This design comes from an exercise in tuning for small area and a short achievable clock period on the open sky130 flow, not from production work.
Only simulation tests tie the RTL to the original design; equivalence was not proved.
Power is estimated from default activity; no workload was simulated.

// saw2sin
module saw2sin
( input  wire        i_clk
, input  wire [15:0] i_saw
, output logic [15:0] o_sin
);
Size: ~510 cells after synthesis, about 33 I/O pins, roughly 0.0038 sq mm of cells after synthesis.
==> flow/config.mk <==
export PLATFORM = sky130hd
export DESIGN_NAME = saw2sin
export DESIGN_NICKNAME = saw2sin
export VERILOG_FILES = /design/flow/design.v
export SDC_FILE = /design/flow/constraint.sdc
export NUM_CORES = 4
export LEC_CHECK = 0
export ABC_AREA = 1
export CAP_MARGIN = 20
export CORE_MARGIN = 2
export CORE_UTILIZATION = 40
export SLEW_MARGIN = 20
export SYNTH_HIERARCHICAL = 1
==> flow/constraint.sdc <==
create_clock -name core_clock -period 70.0 [get_ports {i_clk}]
set_input_delay 14.0000 -clock core_clock [delete_from_list [all_inputs] [get_ports {i_clk}]]
set_output_delay 14.0000 -clock core_clock [all_outputs]
set_load 0.01 [all_outputs]
standard.sh (not shown) runs the stock make flow with config.mk's settings and CLKGATE_MAP_FILE= SYNTH_SCRIPT=/design/flow/synth_recipe.tcl, a recipe that flattens the netlist after the stock synthesis.
==> flow/flow/run.sh <==
#!/bin/bash
# Own flow: the standard layout, with one change to synthesis: ABC maps the
# combinational logic with flow/abc_area.script (area-first mapping, then
# sizing) instead of ORFS's abc_area.script.  Everything else, including
# synth_recipe.tcl (-nofsm -noshare, flatten, rename), is the standard flow.
set -euo pipefail
rm -rf scripts_abc
cp -r "$FLOW_HOME/scripts" scripts_abc
cp flow/abc_area.script scripts_abc/abc_area.script
bash standard.sh SCRIPTS_DIR="$PWD/scripts_abc" synth > synth.log 2>&1
bash standard.sh "BUFFER_PORTS_ARGS=-buffer_cell sky130_fd_sc_hd__buf_1" finish > layout.log 2>&1
==> flow/flow/abc_area.script <==
strash
dch
map -a
topo
stime -c
buffer -c
upsize -c
dnsize -c
The baseline went through all stages and came out clean.
Rerun with:
--- a/flow/flow/run.sh
+++ b/flow/flow/run.sh
@@ -10,2 +10,2 @@
 bash standard.sh SCRIPTS_DIR="$PWD/scripts_abc" synth > synth.log 2>&1
-bash standard.sh "BUFFER_PORTS_ARGS=-buffer_cell sky130_fd_sc_hd__buf_1" finish > layout.log 2>&1
+bash standard.sh SETUP_SLACK_MARGIN=50 "BUFFER_PORTS_ARGS=-buffer_cell sky130_fd_sc_hd__buf_1" finish > layout.log 2>&1
=> Total power rose by 9.0%; global-route usage came out higher by 0.50 points; count of clock-buffer cells in the layout goes up by 1; worst setup slack improves by 1.9 ns; maximum frequency rises by 9.7%; final area came out higher by 16%; critical path depth is lower by 3; combinational power came out higher by 9.6%; clock power climbs by 21%.

saw2sin, a different RTL version from the one above (not shown whole).
Size in the first run: about 490 cells after synthesis, about 16 flip-flops, ~3500 um2 of cells after synthesis.
clock: 70.0 ns
lec_check: 0
abc_area: 1
cap_margin: 20
core_margin: 2
core_utilization: 40
slew_margin: 20
synth_hierarchical: 1
==> flow/flow/run.sh <==
#!/bin/bash
# Own flow: the standard layout (standard.sh) with two changes.
#  1. Synthesis: ABC maps the combinational logic with flow/abc_area.script
#     (area-first mapping, then buffering and sizing) instead of ORFS's
#     abc_area.script.  It runs from a private copy of the ORFS scripts in
#     which only that file differs; synth_recipe.tcl (-nofsm -noshare,
#     flatten, rename) and everything else is the standard synthesis.
#  2. Layout: the port buffers that global placement inserts on every input
#     and output are sky130_fd_sc_hd__buf_1 cells.
# Each tool's full output goes to synth.log / layout.log here (and ORFS's own
# per-step logs under orfs/logs/).
set -euo pipefail
rm -rf scripts_abc
cp -r "$FLOW_HOME/scripts" scripts_abc
cp flow/abc_area.script scripts_abc/abc_area.script
bash standard.sh SCRIPTS_DIR="$PWD/scripts_abc" synth > synth.log 2>&1
bash standard.sh SETUP_SLACK_MARGIN=49.95 "BUFFER_PORTS_ARGS=-buffer_cell sky130_fd_sc_hd__buf_1" finish > layout.log 2>&1
Scripts as last shown in full above: flow/flow/abc_area.script
Next try:
--- a/flow/flow/run.sh
+++ b/flow/flow/run.sh
@@ -9 +9,4 @@
-#     and output are sky130_fd_sc_hd__buf_1 cells.
+#     and output are sky130_fd_sc_hd__buf_1 cells, and ORFS's repair_timing
+#     steps aim for 49.7 ns of setup slack (SETUP_SLACK_MARGIN) instead of 0,
+#     so they size up the few gates on the slowest paths.  The clock period
+#     and the SDC constraints are the design's, unchanged.
@@ -17 +20 @@
-bash standard.sh SETUP_SLACK_MARGIN=49.95 "BUFFER_PORTS_ARGS=-buffer_cell sky130_fd_sc_hd__buf_1" finish > layout.log 2>&1
+bash standard.sh SETUP_SLACK_MARGIN=49.7 "BUFFER_PORTS_ARGS=-buffer_cell sky130_fd_sc_hd__buf_1" finish > layout.log 2>&1
CORE_UTILIZATION = 60   (was 40)
Result:
- The changed run produced a clean layout
- final area drops by 1.8%
- critical path depth stays the same
- power came out higher by 7.8%
- area after synthesis stays the same
- routed wire length goes up by 7.0%
- via count went up by 5.3%
Next try:
--- a/flow/flow/run.sh
+++ b/flow/flow/run.sh
@@ -10 +10 @@
-#     steps aim for 49.7 ns of setup slack (SETUP_SLACK_MARGIN) instead of 0,
+#     steps aim for 49.85 ns of setup slack (SETUP_SLACK_MARGIN) instead of 0,
@@ -20 +20 @@
-bash standard.sh SETUP_SLACK_MARGIN=49.7 "BUFFER_PORTS_ARGS=-buffer_cell sky130_fd_sc_hd__buf_1" finish > layout.log 2>&1
+bash standard.sh SETUP_SLACK_MARGIN=49.85 "BUFFER_PORTS_ARGS=-buffer_cell sky130_fd_sc_hd__buf_1" finish > layout.log 2>&1
CORE_UTILIZATION = 40   (was 60)
=> Sequential share of layout area fell by 0.11 points. Via count goes down by 5.0%. Setup slack improved by 0.20 ns. Clock-buffer cell count falls by 1.
Next try:
--- a/flow/flow/run.sh
+++ b/flow/flow/run.sh
@@ -10 +10 @@
-#     steps aim for 49.85 ns of setup slack (SETUP_SLACK_MARGIN) instead of 0,
+#     steps aim for 49.7 ns of setup slack (SETUP_SLACK_MARGIN) instead of 0,
@@ -20 +20 @@
-bash standard.sh SETUP_SLACK_MARGIN=49.85 "BUFFER_PORTS_ARGS=-buffer_cell sky130_fd_sc_hd__buf_1" finish > layout.log 2>&1
+bash standard.sh SETUP_SLACK_MARGIN=49.7 "BUFFER_PORTS_ARGS=-buffer_cell sky130_fd_sc_hd__buf_1" finish > layout.log 2>&1
=> Clock-buffer cell count is unchanged. Synthesized cell count stays the same. Critical path depth goes up by 2. Area after synthesis is unchanged. Non-clock buffer count goes down by 3. Final area goes down by 0.65%. Setup slack degrades by 0.087 ns. Power stays flat. Die area is unchanged. Combinational power is about the same. Sequential share of layout area stays flat.
Next try:
--- a/flow/flow/run.sh
+++ b/flow/flow/run.sh
@@ -9,4 +9 @@
-#     and output are sky130_fd_sc_hd__buf_1 cells, and ORFS's repair_timing
-#     steps aim for 49.7 ns of setup slack (SETUP_SLACK_MARGIN) instead of 0,
-#     so they size up the few gates on the slowest paths.  The clock period
-#     and the SDC constraints are the design's, unchanged.
+#     and output are sky130_fd_sc_hd__buf_1 cells.
Result: Combinational power is about the same; clock power is about the same; synthesized area does not change; non-clock buffer count stays the same; final area stays the same; worst setup slack is unchanged.
Next try:
--- a/flow/flow/run.sh
+++ b/flow/flow/run.sh
@@ -9 +9,4 @@
-#     and output are sky130_fd_sc_hd__buf_1 cells.
+#     and output are sky130_fd_sc_hd__buf_1 cells, and ORFS's repair_timing
+#     steps aim for 49.7 ns of setup slack (SETUP_SLACK_MARGIN) instead of 0,
+#     so they size up the few gates on the slowest paths.  The clock period
+#     and the SDC constraints are the design's, unchanged.
CORE_UTILIZATION = 50   (was 40)
CTS_BUF_LIST = sky130_fd_sc_hd__clkbuf_4   (was default)
CTS_CLUSTER_DIAMETER = 300   (was default)
CTS_CLUSTER_SIZE = 50   (was default)
Effect: The new run finished clean; via count barely changes; area after synthesis is unchanged; final area drops by 0.66%; first-iteration DRC count climbs by 18%; final cell count drops by 1.8%; wire length climbs by 1.5%; combinational power stays flat; power is about the same.

## north
saw2sin, a different RTL version from the one above (not shown whole).
Size in the first run: roughly 540 cells after synthesis, ~0.0040 mm² of cells after synthesis.
==> flow/config.mk <==
export PLATFORM = sky130hd
export DESIGN_NAME = saw2sin
export DESIGN_NICKNAME = saw2sin
export VERILOG_FILES = /design/flow/design.v
export SDC_FILE = /design/flow/constraint.sdc
export NUM_CORES = 4
export LEC_CHECK = 0
export ABC_AREA = 1
export CAP_MARGIN = 20
export CORE_MARGIN = 2
export CORE_UTILIZATION = 40
export SLEW_MARGIN = 20
==> flow/constraint.sdc <==
create_clock -name core_clock -period 70.0 [get_ports {i_clk}]
set_input_delay 14.0000 -clock core_clock [delete_from_list [all_inputs] [get_ports {i_clk}]]
set_output_delay 14.0000 -clock core_clock [all_outputs]
set_load 0.01 [all_outputs]
==> flow/flow/run.sh <==
#!/bin/bash
# Own flow: the standard layout, with one change to synthesis: ABC maps the
# combinational logic with flow/abc_area.script (area-first mapping, then
# sizing) instead of ORFS's abc_area.script.  Everything else, including
# synth_recipe.tcl (-nofsm -noshare, flatten, rename), is the standard flow.
set -euo pipefail
rm -rf scripts_abc
cp -r "$FLOW_HOME/scripts" scripts_abc
cp flow/abc_area.script scripts_abc/abc_area.script
bash standard.sh SCRIPTS_DIR="$PWD/scripts_abc" synth > synth.log 2>&1
bash standard.sh "BUFFER_PORTS_ARGS=-buffer_cell sky130_fd_sc_hd__buf_1" finish > layout.log 2>&1
Scripts as last shown in full above: flow/flow/abc_area.script
Input-level comparison between south and north:
==> flow/run.sh (new file) <==
#!/bin/bash
# synth_recipe.tcl (not shown) runs the flow's synth.tcl, then flattens the netlist and writes it again
# the make line also repeats each setting of config.mk as NAME=value (left out here)
make -C /OpenROAD-flow-scripts/flow DESIGN_CONFIG=/design/flow/config.mk WORK_HOME=/design/flow/orfs CLKGATE_MAP_FILE= SYNTH_SCRIPT=/design/flow/synth_recipe.tcl finish
removed: flow/flow/run.sh
removed: flow/flow/abc_area.script
removed: flow/standard.sh
### Flow results
south went all the way through the flow, and no timing, DRC or antenna check failed.
Summary of south over north: simple-gate area share of the yosys netlist went up by 21 points, clock period minus worst slack -570 ps, critical path depth has decreased, cell area picked up an extra 14%, post-route worst setup slack shows an increase of 570 ps.
north has a lower netlist area before placement than south.
Complex-gate fraction of the synthesized area down 10 points in south wrt north
In the reports for north and south, the smaller maximum fanout along the worst path belongs to north.
north → south: peak supply drop now larger; power consumption now smaller; met1 usage now larger.
The following lists how east was set up differently from south:
==> flow/flow/run.sh (new file) <==
#!/bin/bash
# Own flow: the standard layout, with one change to synthesis: ABC maps the
# combinational logic with flow/abc_area.script (area-first mapping, then
# sizing) instead of ORFS's abc_area.script.  Everything else, including
# synth_recipe.tcl (-nofsm -noshare, flatten, rename), is the standard flow.
set -euo pipefail
rm -rf scripts_abc
cp -r "$FLOW_HOME/scripts" scripts_abc
cp flow/abc_area.script scripts_abc/abc_area.script
bash standard.sh SCRIPTS_DIR="$PWD/scripts_abc" synth > synth.log 2>&1
bash standard.sh "BUFFER_PORTS_ARGS=-buffer_cell sky130_fd_sc_hd__buf_2" finish > layout.log 2>&1
==> flow/flow/abc_area.script (new file) <==
strash
dch
map -a
topo
stime -c
buffer -c
upsize -c
dnsize -c
==> flow/standard.sh (new file) <==
#!/bin/bash
# synth_recipe.tcl (not shown) runs the flow's synth.tcl, then flattens the netlist and writes it again
# the make line also repeats each setting of config.mk as NAME=value (left out here)
make -C /OpenROAD-flow-scripts/flow DESIGN_CONFIG=/design/flow/config.mk WORK_HOME=/design/flow/orfs CLKGATE_MAP_FILE= SYNTH_SCRIPT=/design/flow/synth_recipe.tcl "${@:-finish}"
removed: flow/run.sh
--- outcome ---
- Delta (east minus south): die area has decreased; standard cell area after detailed placement fell by about 12%; final standard cell area without fillers down about 12%.
- Per the comparison of east with south, final-layout clock-cell area share closely matched the old numbers; combinational power share went up.
- east ended up with fewer standard cells than south.
Setup changes, east to west
# east
export LEC_CHECK = 0
export ABC_AREA = 1
export CAP_MARGIN = 20
export CORE_MARGIN = 2
export CORE_UTILIZATION = 40
export SLEW_MARGIN = 20
create_clock -name core_clock -period 70.0 [get_ports {i_clk}]
# west
export LEC_CHECK = 0
export ABC_AREA = 1
export CAP_MARGIN = 20
export CORE_MARGIN = 2
export CORE_UTILIZATION = 40
export GPL_TIMING_DRIVEN = 1
export SLEW_MARGIN = 20
create_clock -name core_clock -period 70.0 [get_ports {i_clk}]
diff --git a/flow/flow/run.sh b/flow/flow/run.sh
--- a/flow/flow/run.sh
+++ b/flow/flow/run.sh
@@ -10,2 +10,2 @@
 bash standard.sh SCRIPTS_DIR="$PWD/scripts_abc" synth > synth.log 2>&1
-bash standard.sh "BUFFER_PORTS_ARGS=-buffer_cell sky130_fd_sc_hd__buf_2" finish > layout.log 2>&1
+bash standard.sh finish > layout.log 2>&1
### Flow results
For west and east, there was not a single run that failed to finish clean. west packs its core tighter than east. Design area in west vs east: up 180 µm². Going from east to west, the maximum ir drop on the vdd rail was found to have gone up by about 6.5%. east has a lower final period demand of the worst path than west. In west the internal portion of total power turned out 3.8% higher than in east. [compare] base=east new=west: power consumed by sequential cells comparable, multi-input logic area comparable, number of buffer cells added on primary ports comparable. Synthesized area divided by synthesized cell count: west vs east, no meaningful difference. Against east as the reference, west delivers a lower slew at the pin with the worst max-slew slack. Setup total negative slack across west and east: no real change.

saw2sin, a different RTL version from the one above (not shown whole).
For scale: about 770 cells after synthesis, ~33 I/O pins, roughly 5000 sq um of cells after synthesis.
make LEC_CHECK=0 ABC_AREA=1 CAP_MARGIN=20 CORE_MARGIN=2 CORE_UTILIZATION=40 SLEW_MARGIN=20 finish   # period 70.0 ns
run.sh (not shown) runs the stock make flow with config.mk's settings and CLKGATE_MAP_FILE= SYNTH_SCRIPT=/design/flow/synth_recipe.tcl, a recipe that flattens the netlist after the stock synthesis.
Stock flow here: none of the scripts above is used.
Then changed:
--- a/flow/config.mk
+++ b/flow/config.mk
@@ -6,5 +6,4 @@
 export NUM_CORES = 4
 export LEC_CHECK = 0
-export ABC_AREA = 1
 export CAP_MARGIN = 20
 export CORE_MARGIN = 2
=> The new run ran to the end with no violations; worst setup slack is worse by 1800 ps; routed wire length came out higher by 2.5%; sequential share of layout area drops by 0.60 points; area after synthesis came out higher by 15%; total power is lower by 17%; utilization goes down by 1.5 points; clock power rises by about 20%; final cell count rises by 1.1%.

saw2sin, a different RTL version from the one above (not shown whole).
Size: about 510 cells after synthesis, about 3600 um2 of cells after synthesis.
Settings: LEC_CHECK=0, ABC_AREA=1, CAP_MARGIN=20, CORE_MARGIN=2, CORE_UTILIZATION=40, SLEW_MARGIN=20, SYNTH_HIERARCHICAL=1; clock period 70.0 ns.
standard.sh (not shown) runs the stock make flow with config.mk's settings and CLKGATE_MAP_FILE= SYNTH_SCRIPT=/design/flow/synth_recipe.tcl, a recipe that flattens the netlist after the stock synthesis.
==> flow/flow/run.sh <==
#!/bin/bash
# Own flow: the standard layout, with one change to synthesis: ABC maps the
# combinational logic with flow/abc_area.script (area-first mapping, then
# sizing) instead of ORFS's abc_area.script.  Everything else, including
# synth_recipe.tcl (-nofsm -noshare, flatten, rename), is the standard flow.
set -euo pipefail
rm -rf scripts_abc
cp -r "$FLOW_HOME/scripts" scripts_abc
cp flow/abc_area.script scripts_abc/abc_area.script
bash standard.sh SCRIPTS_DIR="$PWD/scripts_abc" synth > synth.log 2>&1
bash standard.sh "BUFFER_PORTS_ARGS=-buffer_cell sky130_fd_sc_hd__buf_1" finish > layout.log 2>&1
==> flow/flow/abc_area.script <==
strash
dch
map -a
topo
stime -c
buffer -c
upsize -c
dnsize -c
Then changed:
==> flow/flow/run.sh (replaced) <==
#!/bin/bash
# Own flow: the standard layout (standard.sh) with two changes.
#  1. Synthesis: ABC maps the combinational logic with flow/abc_area.script
#     (area-first mapping, then buffering and sizing) instead of ORFS's
#     abc_area.script.  It runs from a private copy of the ORFS scripts in
#     which only that file differs; synth_recipe.tcl (-nofsm -noshare,
#     flatten, rename) and everything else is the standard synthesis.
#  2. Layout: the port buffers that global placement inserts on every input
#     and output are sky130_fd_sc_hd__buf_1 cells.
# Each tool's full output goes to synth.log / layout.log here (and ORFS's own
# per-step logs under orfs/logs/).
set -euo pipefail
rm -rf scripts_abc
cp -r "$FLOW_HOME/scripts" scripts_abc
cp flow/abc_area.script scripts_abc/abc_area.script
bash standard.sh SCRIPTS_DIR="$PWD/scripts_abc" synth > synth.log 2>&1
bash standard.sh "BUFFER_PORTS_ARGS=-buffer_cell sky130_fd_sc_hd__buf_1" finish > layout.log 2>&1
The new run finished clean.
Power does not change.
Design area is unchanged.
Non-clock buffer count does not change.
First-iteration DRC count does not change.
Clock-buffer cell count does not change.
Worst setup slack does not change.
Worst hold slack does not change.
Wire length does not change.
Via count is unchanged.
Die area does not change.
Clock power barely changes.

[afterwards: timing with drivers on the ports]
In the flow no input, the clock included, has a driving cell. The finished layouts below were timed again as built, in two steps. Step 1 (the two cells are an assumption about what drives the block):
set clk [get_ports {i_clk}]
set_driving_cell -lib_cell sky130_fd_sc_hd__clkbuf_16 $clk
set_driving_cell -lib_cell sky130_fd_sc_hd__buf_2 [delete_from_list [all_inputs] $clk]
Step 2 moves the port delays by t, midway between the first and last clock arrival at a register: inputs arrive t later, outputs are due t later. That takes back most of the time a late clock gives input paths. Three values: ideal ports, drivers, drivers and shift; two values: the first two.
| run | shift t [ns] | setup slack, ns | worst hold slack (ns) | worst register clock-pin slew, ns | cell pins on the clock port's net |
|---|---|---|---|---|---|
| the first run of note 1 | 0.261 | 48.310 / 48.307 / 48.046 | 14.400 / 14.400 / 14.405 | 0.05 / 0.05 | 1 |
| the second run of note 1 | 0.263 | 50.232 / 50.217 / 49.954 | 14.191 / 14.192 / 14.403 | 0.06 / 0.06 | 1 |
| the first run of note 2 | 0.260 | 50.276 / 50.274 / 50.015 | 14.368 / 14.366 / 14.402 | 0.05 / 0.05 | 1 |
| the second run of note 2 | 0.274 | 49.986 / 49.990 / 49.717 | 14.147 / 14.142 / 14.408 | 0.07 / 0.07 | 1 |
| the third run of note 2 | 0.260 | 50.189 / 50.189 / 49.930 | 14.370 / 14.367 / 14.402 | 0.05 / 0.05 | 1 |
| the fourth run of note 2 | 0.260 | 50.102 / 50.102 / 49.843 | 14.370 / 14.367 / 14.402 | 0.05 / 0.05 | 1 |
| the fifth run of note 2 | 0.260 | 50.102 / 50.102 / 49.843 | 14.370 / 14.367 / 14.402 | 0.05 / 0.05 | 1 |
| the sixth run of note 2 | 0.310 | 50.163 / 50.164 / 49.854 | 14.102 / 14.101 / 14.412 | 0.08 / 0.08 | 1 |
| north | 0.259 | 48.612 / 48.615 / 48.357 | 14.425 / 14.427 / 14.401 | 0.05 / 0.05 | 1 |
| south | 0.269 | 49.178 / 49.180 / 48.911 | 14.842 / 14.849 / 14.755 | 0.06 / 0.06 | 1 |
| east | 0.269 | 48.632 / 48.635 / 48.366 | 14.198 / 14.194 / 14.412 | 0.06 / 0.06 | 1 |
| west | 0.267 | 48.415 / 48.416 / 48.149 | 14.853 / 14.856 / 14.754 | 0.06 / 0.06 | 1 |
| the first run of note 4 | 0.266 | 49.904 / 49.912 / 49.646 | 14.962 / 14.959 / 14.752 | 0.04 / 0.04 | 1 |
| the second run of note 4 | 0.273 | 48.148 / 48.153 / 47.880 | 14.951 / 14.952 / 14.747 | 0.05 / 0.05 | 1 |
| the first run of note 5 | 0.263 | 49.397 / 49.394 / 49.132 | 14.137 / 14.134 / 14.397 | 0.06 / 0.06 | 1 |
| the second run of note 5 | 0.263 | 49.397 / 49.394 / 49.132 | 14.137 / 14.134 / 14.397 | 0.06 / 0.06 | 1 |
After both steps setup and hold are still met in every run listed. The setup slack of the sixth run of note 2, which loses most, moves by +0.001 ns with the drivers and by -0.309 ns with both steps.
